Background: an optimization exercise with open tools, aiming at small area. Do not read the settings as production practice.
Function was checked by simulation only, so behaviour that the tests miss may differ from the original.
No activity file was given, so power comes from the tool's default toggle rates.

==> inputs of v13 <==
## NeuronArchitecture
module NeuronArchitecture(
  input         clock,
  input         reset,
  input         io_neuron_architecture_in_controller_reset,
  input         io_neuron_architecture_in_interconnect_new_datapoint_ready,
  input         io_neuron_architecture_in_interconnect_load_ready,
  input  [17:0] io_neuron_architecture_in_interconnect_memory_output,
  output [17:0] io_neuron_architecture_out_interconnect_loading_layer,
  output [17:0] io_neuron_architecture_out_interconnect_loading_activation,
  output        io_neuron_architecture_out_interconnect_load_request,
  output [17:0] io_neuron_architecture_out_interconnect_load_read_address,
  output        io_neuron_architecture_out_load_new_data_request,
  output        io_neuron_architecture_out_result_valid,
  output [17:0] io_neuron_architecture_out_result_address,
  output [17:0] io_neuron_architecture_out_result_data
);
clock: 12.0 ns
lec_check: 0
abc_area: 1
cap_margin: 20
core_margin: 2
core_utilization: 40
slew_margin: 20
synth_memory_max_bits: 16384
run.sh (not shown) runs the stock make flow with config.mk's settings and CLKGATE_MAP_FILE= SYNTH_SCRIPT=/design/flow/synth_recipe.tcl, a recipe that flattens the netlist after the stock synthesis.
==> v16: changes against v13 <==
--- a/flow/design.v
+++ b/flow/design.v
@@ -48,30 +48,30 @@
   reg  address_generator_enable_valid;  
   reg  address_generator_reset;  
   reg [1:0] write_memoryUnits_0;  
   reg [1:0] write_memoryUnits_1;  
   reg [1:0] write_memoryUnits_2;  
   reg [1:0] write_memoryUnits_3;  
-  reg [4:0] loading_activations_0;  
-  reg [4:0] loading_activations_1;  
-  reg [4:0] loading_activations_2;  
-  reg [4:0] loading_activations_3;  
+  reg [17:0] loading_activations_0;  
+  reg [17:0] loading_activations_1;  
+  reg [17:0] loading_activations_2;  
+  reg [17:0] loading_activations_3;  
   reg  weight_buffer_load_request;  
   reg [3:0] curr_state;  
-  reg [4:0] current_layer;  
-  reg [4:0] iteration_layer;  
-  reg [4:0] loading_layer;  
-  reg [4:0] max_layer;  
-  reg [4:0] current_layer_total_activations;  
-  reg [4:0] current_layer_current_activation;  
-  reg [4:0] current_layer_next_activation;  
-  reg [4:0] current_buffer_memory_pointer;  
-  reg [4:0] current_loading_activation;  
-  reg [4:0] next_loading_activation;  
-  reg [4:0] loading_layer_total_activations;  
-  reg [4:0] current_layer_max_computations;  
+  reg [17:0] current_layer;  
+  reg [17:0] iteration_layer;  
+  reg [17:0] loading_layer;  
+  reg [17:0] max_layer;  
+  reg [17:0] current_layer_total_activations;  
+  reg [17:0] current_layer_current_activation;  
+  reg [17:0] current_layer_next_activation;  
+  reg [17:0] current_buffer_memory_pointer;  
+  reg [17:0] current_loading_activation;  
+  reg [17:0] next_loading_activation;  
+  reg [17:0] loading_layer_total_activations;  
+  reg [17:0] current_layer_max_computations;  
   reg [1:0] current_read_memory_usage;  
   reg [1:0] previous_read_memory_usage;  
   reg  load_initial_weights;  
   reg  load_weight_buffer_signal;  
   wire  _T_4 = current_layer == max_layer;  
   wire  _T_5 = current_layer_current_activation > current_layer_total_activations;  
@@ -839,31 +839,31 @@
 );
   reg [1:0] write_memoryUnits_l_0;  
   reg [1:0] write_memoryUnits_l_1;  
   reg [1:0] write_memoryUnits_l_2;  
   reg [1:0] write_memoryUnits_l_3;  
   reg [1:0] copy_buffer_state;  
-  reg [4:0] current_copy_address2;  
-  reg [4:0] current_save_address2;  
-  reg [4:0] loading_length;  
+  reg [17:0] current_copy_address2;  
+  reg [17:0] current_save_address2;  
+  reg [17:0] loading_length;  
   reg  load_datapoint_complete;  
-  reg [4:0] current_copy_address;  
-  reg [4:0] current_save_address;  
+  reg [17:0] current_copy_address;  
+  reg [17:0] current_save_address;  
   reg [1:0] current_state;  
-  reg [2:0] current_pe;  
+  reg [17:0] current_pe;  
   wire [1:0] previous_pe;  
   wire  weight_loading;  
   assign previous_pe = current_pe[1:0] - 2'h1;
   assign weight_loading = current_state == 2'h2;
   assign io_load_pe_memory_out_write_memoryUnits_0 = weight_loading & previous_pe == 2'h0 ? write_memoryUnits_l_0 : 2'h0;  
   assign io_load_pe_memory_out_write_memoryUnits_1 = weight_loading & previous_pe == 2'h1 ? write_memoryUnits_l_1 : 2'h0;  
   assign io_load_pe_memory_out_write_memoryUnits_2 = weight_loading & previous_pe == 2'h2 ? write_memoryUnits_l_2 : 2'h0;  
   assign io_load_pe_memory_out_write_memoryUnits_3 = weight_loading & previous_pe == 2'h3 ? write_memoryUnits_l_3 : 2'h0;  
   reg  load_initial_weights_complete;  
   reg  load_buffer_weight_memory_complete;  
-  reg [4:0] loading_layer;  
+  reg [17:0] loading_layer;  
   wire [17:0] _GEN_1 = io_load_pe_memory_in_load_initial_weights | io_load_pe_memory_in_weight_buffer_load_request ?
     io_load_pe_memory_in_loading_length : loading_length;  
   wire [17:0] _next_pe_T_1 = current_pe + 18'h1;  
   wire [1:0] _GEN_4 = 2'h1 == current_pe[1:0] ? write_memoryUnits_l_1 :
     write_memoryUnits_l_0;  
   wire [1:0] _GEN_5 = 2'h2 == current_pe[1:0] ? write_memoryUnits_l_2 : _GEN_4;  
@@ -1090,17 +1090,17 @@
   output        io_save_pe_output_out_save_data_complete,
   output        io_save_pe_output_out_buffer_memory_write_enable,
   output [17:0] io_save_pe_output_out_buffer_memory_write_address,
   output [17:0] io_save_pe_output_out_buffer_memory_write_data,
   output [1:0]  io_save_stage
 );
-  reg [2:0] current_save_stage;  
+  reg [17:0] current_save_stage;  
   reg [1:0] curr_state;  
   reg  save_data_complete;  
-  reg [4:0] buffer_memory_pointer;  
-  reg [1:0] max_iter;  
+  reg [17:0] buffer_memory_pointer;  
+  reg [17:0] max_iter;  
   wire [17:0] _max_iter_T_1 = 18'h4 - 18'h1;  
   wire [17:0] _current_save_stage_T_1 = current_save_stage + 18'h1;  
   wire [17:0] _io_save_pe_output_out_buffer_memory_write_address_T_1 = buffer_memory_pointer + current_save_stage;  
   wire [17:0] _GEN_5 = io_save_pe_output_in_PE_outputs_0;
   assign io_save_stage = current_save_stage[1:0];
   wire  _GEN_6 = current_save_stage == max_iter | save_data_complete;  
@@ -1172,13 +1172,13 @@
   output [1:0]  io_address_generator_out_read_enables_2,
   output [1:0]  io_address_generator_out_read_enables_3,
   output        io_address_generator_out_bias_valid,
   output        io_address_generator_out_neuron_reset,
   output        io_address_generator_out_address_generation_complete
 );
-  reg [4:0] Address;  
+  reg [17:0] Address;  
   reg  address_generation_complete;  
   wire [17:0] _T_1 = io_address_generator_in_max_iteration - 18'h1;  
   wire [17:0] _Address_T_1 = Address + 18'h1;  
   wire  _T_5 = Address == _T_1;  
   wire  _GEN_4 = Address == io_address_generator_in_max_iteration ? 1'h0 : address_generation_complete;  
   wire  _GEN_7 = Address == _T_1 ? 1'h0 : 1'h1;  
==> summary of the runs <==
Between v13 and v16, the lower hold slack is in v16 (gap 0.014 ns). Against v16, the design area of v13 is lower by 7.6%. Of v13 and v16, v16 has the higher final cell count (gap 9.6%, measured against v16). In v16 the sequential share of layout area is lower than in v13, by 0.84 points. Of v16 and v13, v16 has the higher synthesized cell count (gap 11%, measured against v13). Non-clock buffer count: v13 is lower than v16 (114). Of v13 and v16, v16 has the higher synthesized area (gap 7.3%, measured against v16).
==> figures <==
metric                                                            v13             v16
Final Cell Area                                           183,000 um2     198,000 um2
Routability congestion estimate from global placement           0.901           0.926
GRT Overall Usage                                               23.2%           23.7%
Logic gate share of total power                                 10.0%           11.1%
Switching power summed over all nets                          6180 uW         6830 uW
Maximum ir drop on the vdd rail                              0.114 mV        0.130 mV
Arrival time worst endpoint                                  11.94 ns        11.80 ns
Fill count                                                     38,500          41,800
Result of the run                                      finished clean  finished clean
Vias after detailed routing                                   117,000         130,000
Cell row count                                                    236             245
Clock tree cell share of total cell area                        5.64%           5.46%
Antenna violations before repair                                    8              22
Power of the sequential group                               11,600 uW       12,500 uW
Layout cells sized above 1                                      6.77%           6.64%
Data required time at the worst endpoint                     12.69 ns        12.66 ns

==> v32 <==
NeuronArchitecture, a different RTL version from the one above (not shown whole).
## NeuronArchitecture
module NeuronArchitecture(
  input         clock,
  input         reset,
  input         io_neuron_architecture_in_controller_reset,
  input         io_neuron_architecture_in_interconnect_new_datapoint_ready,
  input         io_neuron_architecture_in_interconnect_load_ready,
  input  [17:0] io_neuron_architecture_in_interconnect_memory_output,
  output [17:0] io_neuron_architecture_out_interconnect_loading_layer,
  output [17:0] io_neuron_architecture_out_interconnect_loading_activation,
  output        io_neuron_architecture_out_interconnect_load_request,
  output [17:0] io_neuron_architecture_out_interconnect_load_read_address,
  output        io_neuron_architecture_out_load_new_data_request,
  output        io_neuron_architecture_out_result_valid,
  output [17:0] io_neuron_architecture_out_result_address,
  output [17:0] io_neuron_architecture_out_result_data
);
  wire  control_unit_clock;  
  ...
export LEC_CHECK = 0
export CAP_MARGIN = 20
export CORE_MARGIN = 2
export CORE_UTILIZATION = 62
export CTS_CLUSTER_DIAMETER = 100
export CTS_CLUSTER_SIZE = 24
export SLEW_MARGIN = 20
export SYNTH_MEMORY_MAX_BITS = 16384
create_clock -name core_clock -period 12.0 [get_ports {clock}]
==> v14: changes against v32 <==
--- a/flow/design.v
+++ b/flow/design.v
@@ -58,11 +58,11 @@
   reg  weight_buffer_load_request;  
   reg [3:0] curr_state;  
   reg [3:0] current_layer;  
   reg [3:0] iteration_layer;  
   reg [3:0] loading_layer;  
-  reg [3:0] max_layer;  
+  wire [3:0] max_layer = 4'd10;
   reg [3:0] current_layer_total_activations;  
   reg [3:0] current_layer_current_activation;  
   reg [3:0] current_layer_next_activation;  
   reg [3:0] current_buffer_memory_pointer;  
   reg [3:0] current_loading_activation;  
@@ -669,17 +669,10 @@
           loading_layer <= _GEN_308;
         end
       end
     end
     if (reset) begin  
-      max_layer <= 18'h0;  
-    end else if (!(4'h0 == curr_state)) begin  
-      if (4'h1 == curr_state) begin  
-        max_layer <= io_controller_in_nn_description_table_input;  
-      end
-    end
-    if (reset) begin  
       current_layer_total_activations <= 18'h0;  
     end else if (!(4'h0 == curr_state)) begin  
       if (!(4'h1 == curr_state)) begin  
         if (!(4'h2 == curr_state)) begin  
           current_layer_total_activations <= _GEN_307;
@@ -1095,11 +1088,11 @@
 );
   reg [2:0] current_save_stage;  
   reg [1:0] curr_state;  
   reg  save_data_complete;  
   reg [3:0] buffer_memory_pointer;  
-  reg [1:0] max_iter;  
+  wire [1:0] max_iter = 2'd3;
   wire [17:0] _max_iter_T_1 = 18'h4 - 18'h1;  
   wire [17:0] _current_save_stage_T_1 = current_save_stage + 18'h1;  
   wire [17:0] _io_save_pe_output_out_buffer_memory_write_address_T_1 = buffer_memory_pointer + current_save_stage;  
   wire [17:0] _GEN_5 = io_save_pe_output_in_PE_outputs_0;
   assign io_save_stage = current_save_stage[1:0];
@@ -1146,15 +1139,10 @@
     end else if (2'h0 == curr_state) begin  
       if (io_save_pe_output_in_save_data_request) begin  
         buffer_memory_pointer <= io_save_pe_output_in_current_buffer_memory_pointer;  
       end
     end
-    if (reset) begin  
-      max_iter <= 18'h0;  
-    end else if (2'h0 == curr_state) begin  
-      max_iter <= _max_iter_T_1;  
-    end
   end
 endmodule
 module AddressGenerator(
   input         clock,
   input         reset,
CORE_UTILIZATION = 40   (was 62)
==> v23: changes against v32 <==
CORE_UTILIZATION = 55   (was 62)
==> run notes <==
| quantity | v32 | v14 | v23 |
|---|---|---|---|
| Result of the run | no timing/DRC/antenna violations | no timing/DRC/antenna violations | no timing/DRC/antenna violations |
| Number of tap cells added at floorplan | 3150 | 4794 | 3533 |
| Sum of met2 wire segment lengths after detailed routing | 229 mm | 239 mm | 246 mm |
| Post-CTS clock slew at the launch and capture registers of the worst setup and hold paths | 0.09 ns | 0.10 ns | 0.10 ns |
| Post-synthesis adder-cell area fraction | 9.26% | 9.08% | 9.26% |
| Global-route wire length before repair | 760 mm | 759 mm | 791 mm |
| Portion of the clock cycle consumed by the worst path in the final layout | 92.9% | 87.2% | 88.6% |
| Seq pwr | 11.6 mW | 11.5 mW | 11.6 mW |
| Final worst clock skew | 0.0703 ns | 0.126 ns | 0.0788 ns |
| TritonCTS buffer count | 150 | 158 | 160 |
| Total standard cell area after synthesis | 0.146 mm^2 | 0.146 mm^2 | 0.146 mm^2 |
| Met1 wire length | 187 mm | 202 mm | 207 mm |
| Multiplexer share of the synthesized area | 2.29% | 2.17% | 2.29% |
| Most prevalent standard cell on the critical path | sky130_fd_sc_hd__xnor2_1 | - | sky130_fd_sc_hd__fa_1 |

==> what the ideal ports hide <==
The results above use ideal ports. As a check the final layouts listed here were re-extracted and re-timed, cells and wires unchanged.
Step 1 assumes that a clkbuf_16 drives the clock port and a buf_2 every other input.
Step 2 times the ports against the registers' clock, not the clock port: input delays grow and output delays shrink by t, the midpoint of the rising clock arrivals with the driver on.
Slacks: ideal / step 1 / step 2; pairs: ideal / step 1.
run	t, ns	setup WS [ns]	worst setup path at the end	latest minus earliest clock arrival (ns)	pins driven straight from the clock port
v13	1.036	0.756 / 0.756 / 0.756	register to register	0.092 / 0.092	1
v16	1.035	0.857 / 0.857 / 0.857	register to register	0.075 / 0.074	1
v32	0.953	0.856 / 0.856 / 0.856	register to register	0.072 / 0.071	1
v14	1.003	1.540 / 1.540 / 1.540	register to register	0.126 / 0.126	1
v23	0.976	1.372 / 1.372 / 1.372	register to register	0.080 / 0.080	1
After both steps every run listed still meets setup and hold.
